This design comes from an exercise in tuning for a short achievable clock period and few clock cycles on the open sky130 flow, not from production work.
The RTL was checked by simulation tests, not by an equivalence proof against the original design.

// CPU_wrapper
module CPU_wrapper (
    input clk,   
    input rst,  
    output logic [4-1:0] AWID_M0,
    output logic [32-1:0] AWADDR_M0,
    output logic [4-1:0] AWLEN_M0,
    output logic [3-1:0] AWSIZE_M0,
    output logic [1:0] AWBURST_M0,
    output logic AWVALID_M0,
    input AWREADY_M0,
    output logic [32-1:0] WDATA_M0,
    output logic [4-1:0] WSTRB_M0,
    output logic WLAST_M0,
    output logic WVALID_M0,
    input WREADY_M0,
    input [4-1:0] BID_M0,
    input [1:0] BRESP_M0,
    input BVALID_M0,
    output logic BREADY_M0,
    output logic [4-1:0] AWID_M1,
    output logic [32-1:0] AWADDR_M1,
    output logic [4-1:0] AWLEN_M1,
    output logic [3-1:0] AWSIZE_M1,
    output logic [1:0] AWBURST_M1,
    output logic AWVALID_M1,
    input AWREADY_M1,
    output logic [32-1:0] WDATA_M1,
    output logic [4-1:0] WSTRB_M1,
    output logic WLAST_M1,
    output logic WVALID_M1,
    input WREADY_M1,
    input [4-1:0] BID_M1,
    input [1:0] BRESP_M1,
    input BVALID_M1,
    output logic BREADY_M1,
    output logic [4-1:0] ARID_M0,
    output logic [32-1:0] ARADDR_M0,
    output logic [4-1:0] ARLEN_M0,
    output logic [3-1:0] ARSIZE_M0,
    output logic [1:0] ARBURST_M0,
    output logic ARVALID_M0,
    input ARREADY_M0,
    input [4-1:0] RID_M0,
    input [32-1:0] RDATA_M0,
    input [1:0] RRESP_M0,
    input RLAST_M0,
    input RVALID_M0,
    output logic RREADY_M0,
    output logic [4-1:0] ARID_M1,
    output logic [32-1:0] ARADDR_M1,
    output logic [4-1:0] ARLEN_M1,
    output logic [3-1:0] ARSIZE_M1,
    output logic [1:0] ARBURST_M1,
    output logic ARVALID_M1,
    input ARREADY_M1,
    input [4-1:0] RID_M1,
    input [32-1:0] RDATA_M1,
    input [1:0] RRESP_M1,
    input RLAST_M1,
    input RVALID_M1,
    output logic RREADY_M1
);
Size: roughly 8500 cells after synthesis, roughly 0.12 mm^2 of cells after synthesis.
Settings: LEC_CHECK=0, CAP_MARGIN=20, CORE_MARGIN=2, CORE_UTILIZATION=30, SETUP_SLACK_MARGIN=5, SLEW_MARGIN=20, TNS_END_PERCENT=100; clock period 11.0 ns.
standard.sh (not shown) runs the stock make flow with config.mk's settings and CLKGATE_MAP_FILE= SYNTH_SCRIPT=/design/flow/synth_recipe.tcl, a recipe that flattens the netlist after the stock synthesis.
==> flow/flow/run.sh <==
#!/bin/bash
set -euo pipefail
sed 's/SETUP_SLACK_MARGIN=[0-9.]*/SETUP_SLACK_MARGIN=7/' standard.sh > standard_margin.sh
bash standard_margin.sh > standard_margin.log 2>&1
Testbench counts at the start, summed over its fixed seeds: cycles 65,807.
Rerun with:
--- a/flow/design.v
+++ b/flow/design.v
@@ -145,20 +145,21 @@
     assign AWBURST_M1 = 2'h1;
     assign WLAST_M1   = 1'b1;
     assign BREADY_M1  = 1'b1;
     logic        e_valid;
     logic [1:0]  e_skip;         
     logic [31:0] e_pc4, e_pcimm, e_pre;
     logic [31:0] e_a, e_b, e_s;  
     logic        e_fa_m, e_fb_m, e_fs_m;
     logic [4:0]  e_rd;
     logic        e_rw, e_ld, e_st, e_jal, e_jalr, e_pt, e_short;
+    logic        e_zv, e_zf;     
     logic [1:0]  e_k;
     logic [1:0]  e_sz;           
     logic        e_uns;          
     logic [29:0] e_pcw;          
     logic        e_s_add, e_s_sub, e_s_sll, e_s_slt, e_s_sltu, e_s_xor, e_s_srl, e_s_sra,
                  e_s_or, e_s_and, e_s_pre;
     logic        e_b_eq, e_b_ne, e_b_lt, e_b_ge, e_b_ltu, e_b_geu;
     logic        m_valid, m_rw, m_ld, m_mis, m_fixed, m_btw, m_jt;
     logic [31:0] m_tgt, m_btt;
     logic [29:0] m_pcw;
@@ -332,44 +333,61 @@
     logic [31:0] d_pcimm, d_pc4;
     ks_add32 u_dadd (.a(d_pc), .b(d_imm), .cin(1'b0), .s(d_pcimm));
     ks_add32 u_dinc (.a(d_pc), .b(32'd4), .cin(1'b0), .s(d_pc4));
     logic       d_fwd_small;
     logic [2:0] d_offs;
     logic       d_short;
     assign d_offs      = d_imm[4:2];
     assign d_fwd_small = (d_imm[31:5] == 27'd0) & (d_imm[1:0] == 2'd0);
     assign d_short     = d_fwd_small & ((d_offs == 3'd1) | (d_offs == 3'd2) | (d_offs == 3'd3) |
                                         ((d_offs == 3'd4) & d_br));
-    assign d_taken    = (d_jal & (~d_short | d_pt)) | (d_br & (d_pt | d_ins[31]));
+    logic       d_ez, d_ez_taken;
+    assign d_ez   = d_br & (d_f3[2:1] == 2'b00) & e_live & e_rw & e_zv &
+                    (((d_rs2 == 5'd0) & (d_rs1 == e_rd)) | ((d_rs1 == 5'd0) & (d_rs2 == e_rd)));
+    assign d_ez_taken = d_f3[0] ^ e_zf;
+    assign d_taken    = (d_jal & (~d_short | d_pt)) |
+                        (d_br & (d_ez ? d_ez_taken : (d_pt | d_ins[31])));
     assign redirect_d = d_valid & (d_taken != d_pt);
     assign d_tgt      = d_taken ? d_pcimm : d_pc4;
     logic d_haz;
     assign d_haz = (e_live & e_ld & e_rw & ((d_use1 & (d_rs1 == e_rd)) | (d_use2 & (d_rs2 == e_rd)))) |
                    (m_valid & m_ld & m_rw & ((d_use1 & (d_rs1 == m_rd)) | (d_use2 & (d_rs2 == m_rd))));
     assign d_pop = d_valid & ~d_haz & ~mem_stall;
     assign d_adv = d_pop & ~flush_me;
     logic [31:0] rf [1:31];
     logic        w_we;
     logic [31:0] w_wdata;
     logic [31:0] d_a, d_b;
     logic        d_mf1, d_mf2;    
     assign d_mf1 = m_valid & m_rw & (m_rd == d_rs1);
     assign d_mf2 = m_valid & m_rw & (m_rd == d_rs2);
     assign d_a = (d_rs1 == 5'd0) ? 32'd0 : (d_mf1 ? m_result :
                  ((w_we & (w_rd == d_rs1)) ? w_wdata : rf[d_rs1]));
     assign d_b = (d_rs2 == 5'd0) ? 32'd0 : (d_mf2 ? m_result :
                  ((w_we & (w_rd == d_rs2)) ? w_wdata : rf[d_rs2]));
     logic d_bimm;
     assign d_bimm = ~(d_br | d_opr);
+    logic [31:0] d_za, d_zb;
+    logic        d_zero, d_zv, d_wl1, d_wl2;
+    assign d_wl1  = w_we & w_ld & (w_rd == d_rs1);
+    assign d_wl2  = w_we & w_ld & (w_rd == d_rs2);
+    assign d_za   = (d_rs1 == 5'd0) ? 32'd0 : (d_mf1 ? m_result :
+                    ((w_we & (w_rd == d_rs1)) ? w_result : rf[d_rs1]));
+    assign d_zb   = d_bimm ? d_imm : ((d_rs2 == 5'd0) ? 32'd0 : (d_mf2 ? m_result :
+                    ((w_we & (w_rd == d_rs2)) ? w_result : rf[d_rs2])));
+    assign d_zero = ((d_za ^ d_zb) == {d_za[30:0] | d_zb[30:0], 1'b0});
     logic d_fm1, d_fm2;
     assign d_fm1 = e_live & e_rw & (e_rd == d_rs1);
     assign d_fm2 = e_live & e_rw & (e_rd == d_rs2);
+    assign d_zv  = (d_f3 == 3'b000) & (d_opi | (d_opr & ~d_ins[30])) &
+                   ~d_fm1 & ~(d_wl1 & ~d_mf1 & (d_rs1 != 5'd0)) &
+                   (d_opi | (~d_fm2 & ~(d_wl2 & ~d_mf2 & (d_rs2 != 5'd0))));
     logic [31:0] e_ra, e_op2, e_rs;
     assign e_ra  = e_fa_m ? m_result : e_a;
     assign e_op2 = e_fb_m ? m_result : e_b;
     assign e_rs  = e_fs_m ? m_result : e_s;
     logic [31:0] e_sum, e_diff;
     ks_add32 u_eadd (.a(e_ra), .b(e_op2), .cin(1'b0), .s(e_sum));
     ks_add32 u_esub (.a(e_ra), .b(~e_op2), .cin(1'b1), .s(e_diff));
     logic        e_eq, e_ltu, e_lt;
     logic [30:0] c0_lt, c0_eq;
     logic [15:0] c1_lt, c1_eq;
@@ -557,20 +575,22 @@
     always_ff @(posedge clk) begin
         if (mem_stall) begin
             if (~w_got) w_ldbuf <= RDATA_M1;
         end else begin
             e_pc4    <= d_pc4;
             e_pcimm  <= d_pcimm;
             e_a      <= d_a;
             e_b      <= d_bimm ? d_imm : d_b;
             e_s      <= d_b;
             e_pre    <= d_lui ? d_imm : (d_auipc ? d_pcimm : d_pc4);
+            e_zv     <= d_zv;
+            e_zf     <= d_zero;
             e_fa_m   <= d_fm1;
             e_fb_m   <= d_fm2 & ~d_bimm;
             e_fs_m   <= d_fm2;
             e_rd     <= d_rd;
             e_rw     <= d_rw;
             e_ld     <= d_ld;
             e_st     <= d_st;
             e_jal    <= d_jal;
             e_jalr   <= d_jalr;
             e_pt     <= d_taken;
What happened: The changed run ran to the end with no violations; flip-flop and latch count increases by 2; synthesized area is higher by 1.5%; worst setup slack gets better by 0.033 ns; wire length rises by 6.9%; fmax came out higher by 0.74%; critical path depth went up by 2.
Testbench counts after the change, summed over its fixed seeds: cycles 62,779.

========
the baseline:
CPU_wrapper, a different RTL version from the one above (not shown whole).
Size in the first run: roughly 9700 cells after synthesis, about 370 I/O pins, roughly 130000 um^2 of cells after synthesis.
clock: 11.0 ns
lec_check: 0
cap_margin: 20
core_margin: 2
core_utilization: 50
setup_slack_margin: 5
slew_margin: 20
tns_end_percent: 100
Scripts as last shown in full above: flow/flow/run.sh
Testbench counts of the baseline, summed over its fixed seeds: cycles 60,911.
The inputs of the candidate differ from those of the baseline as listed below.
--- a/flow/design.v
+++ b/flow/design.v
@@ -228,43 +228,34 @@
     assign flush     = flush_me | redirect_d;
     assign flush_tgt = redirect_m ? (m_jt ? {m_addr[31:1], 1'b0} : m_tgt) : d_tgt;
     assign bt_hit    = bt_v[f_addr[4:2]] & (bt_tag[f_addr[4:2]] == f_addr[31:5]);
     ks_add32 u_fadd (.a(f_addr), .b(32'd4), .cin(1'b0), .s(f_addr4));
     assign bt_pred   = bt_hit ? bt_tgt[f_addr[4:2]] : f_addr4;
     logic d_pop;
     assign ib_na_p  = d_pop ? ib_na - 3'd1 : ib_na;
     assign ib_nf_p  = d_pop ? ib_nf - 3'd1 : ib_nf;
     assign ib_alloc = f_ar_hs & ~f_junk;
     assign ib_fillw = f_r_hs & ~f_r_junk;
     logic [3:0] f_inflight_n;
     assign f_inflight_n = f_inflight + {3'b0, f_ar_hs} - {3'b0, f_r_hs};
-    logic [31:0] r_pc, r_pc8, r_pc12, r_pc16, r_tgtb, r_tgt, f_tgt;
-    logic [18:0] r_pchm1;
-    logic [13:0] r_lo;
-    logic [12:0] r_immb;
-    logic        r_ptk, r_take, r_jshort, redirect_r, f_redirect;
-    assign r_pc    = ib_pc[ib_nf[1:0]];
-    assign r_ptk   = ib_pt[ib_nf[1:0]];
-    ks_add32 u_rinc8  (.a(r_pc), .b(32'd8),  .cin(1'b0), .s(r_pc8));
-    ks_add32 u_rinc12 (.a(r_pc), .b(32'd12), .cin(1'b0), .s(r_pc12));
-    ks_add32 u_rinc16 (.a(r_pc), .b(32'd16), .cin(1'b0), .s(r_pc16));
-    assign r_pchm1 = r_pc[31:13] - 19'd1;
-    assign r_immb  = {r_ins[31], r_ins[7], r_ins[30:25], r_ins[11:8], 1'b0};
-    assign r_lo    = {1'b0, r_pc[12:0]} + {1'b0, r_immb};
-    assign r_tgtb  = {r_lo[13] ? r_pc[31:13] : r_pchm1, r_lo[12:0]};
-    assign r_jshort = (r_ins[31] == 1'b0) & (r_ins[19:12] == 8'd0) & (r_ins[20] == 1'b0) &
-                      (r_ins[30:25] == 6'd0) &
-                      ((r_ins[24:21] == 4'b0100) | (r_ins[24:21] == 4'b0110) | (r_ins[24:21] == 4'b1000));
-    assign r_tgt  = r_cls[2] ? (r_ins[24] ? r_pc16 : (r_ins[22] ? r_pc12 : r_pc8)) : r_tgtb;
-    assign r_take = (r_cls[2] & r_jshort) | (r_cls[4] & r_ins[31]);
+    logic [31:0] r_pc, r_immj, r_immb, r_tgtj, r_tgtb, r_tgt, f_tgt;
+    logic        r_ptk, r_take, redirect_r, f_redirect;
+    assign r_pc   = ib_pc[ib_nf[1:0]];
+    assign r_ptk  = ib_pt[ib_nf[1:0]];
+    assign r_immj = {{12{r_ins[31]}}, r_ins[19:12], r_ins[20], r_ins[30:21], 1'b0};
+    assign r_immb = {{20{r_ins[31]}}, r_ins[7], r_ins[30:25], r_ins[11:8], 1'b0};
+    ks_add32 u_raddj (.a(r_pc), .b(r_immj), .cin(1'b0), .s(r_tgtj));
+    ks_add32 u_raddb (.a(r_pc), .b(r_immb), .cin(1'b0), .s(r_tgtb));
+    assign r_tgt  = r_cls[2] ? r_tgtj : r_tgtb;
+    assign r_take = (r_cls[2] & (r_immj != 32'd4)) | (r_cls[4] & r_ins[31]);
     assign redirect_r = ib_fillw & ~r_ptk & r_take & ~flush;
     assign f_redirect = flush | redirect_r;
     assign f_tgt      = flush ? flush_tgt : r_tgt;
     always_ff @(posedge clk or negedge rst) begin
         if (!rst) begin
             f_arvalid  <= 1'b0;
             f_junk     <= 1'b0;
             f_addr     <= 32'd0;
             f_redir    <= 32'd0;
             f_inflight <= 4'd0;
             f_drop     <= 4'd0;
             ib_na      <= 3'd0;
--- outcome ---
Both conditions hold for the baseline: the flow ran to the end and the final layout passed the timing, DRC and antenna checks. The candidate reached the end of the flow, and the finished layout is clean on the timing, DRC and antenna checks. Going from the baseline to the candidate, the total placed instance area was found to have gone up by about 0.75%. As of the candidate, horizontal extent of the die had risen slightly compared to the baseline. Routed wire length per instance delta for the candidate relative to the baseline: 2.0% lower. Relative to the baseline, the utilization after layout of the candidate is higher by 0.91 points. Per the comparison of the candidate with the baseline, period utilization held steady; setup slack shrank by 0.015 ns. When the candidate is set beside the baseline, its growth of design area from synthesis to finish turns out to be 2.1 points larger.
Testbench counts of the candidate, summed over its fixed seeds: cycles 60,911.

==> port drivers added, routing unchanged <==
The results above use ideal ports. As a check the final layouts listed here were re-extracted and re-timed, cells and wires unchanged.
Step 1 (the two cells are an assumption about what drives the block):
set clk [get_ports {clk}]
set_driving_cell -lib_cell sky130_fd_sc_hd__clkbuf_16 $clk
set_driving_cell -lib_cell sky130_fd_sc_hd__buf_2 [delete_from_list [all_inputs] $clk]
Step 2 also shifts input and output timing later by t, the mid clock arrival at the registers, as if the neighbouring blocks saw the same clock.
Three values: no drivers, after step 1, after step 2; two values: the first two.
run | t (ns) | setup slack, ns | latest minus earliest clock arrival (ns) | slew at the worst register clock pin (ns) | worst data-port slew with drivers (ns)
the first run of note 1 | 0.998 | 6.510 / 6.510 / 6.068 | 0.089 / 0.089 | 0.07 / 0.07 | 0.16
the second run of note 1 | 0.990 | 6.543 / 6.543 / 5.907 | 0.077 / 0.076 | 0.07 / 0.07 | 0.16
the baseline | 1.001 | 6.290 / 6.290 / 5.548 | 0.080 / 0.080 | 0.07 / 0.07 | 0.26
the candidate | 1.026 | 6.275 / 6.275 / 5.359 | 0.077 / 0.077 | 0.07 / 0.07 | 0.19
After both steps setup and hold are still met in every run listed. The setup slack of the candidate, which loses most, moves by 0.000 ns with the drivers and by -0.916 ns with both steps.
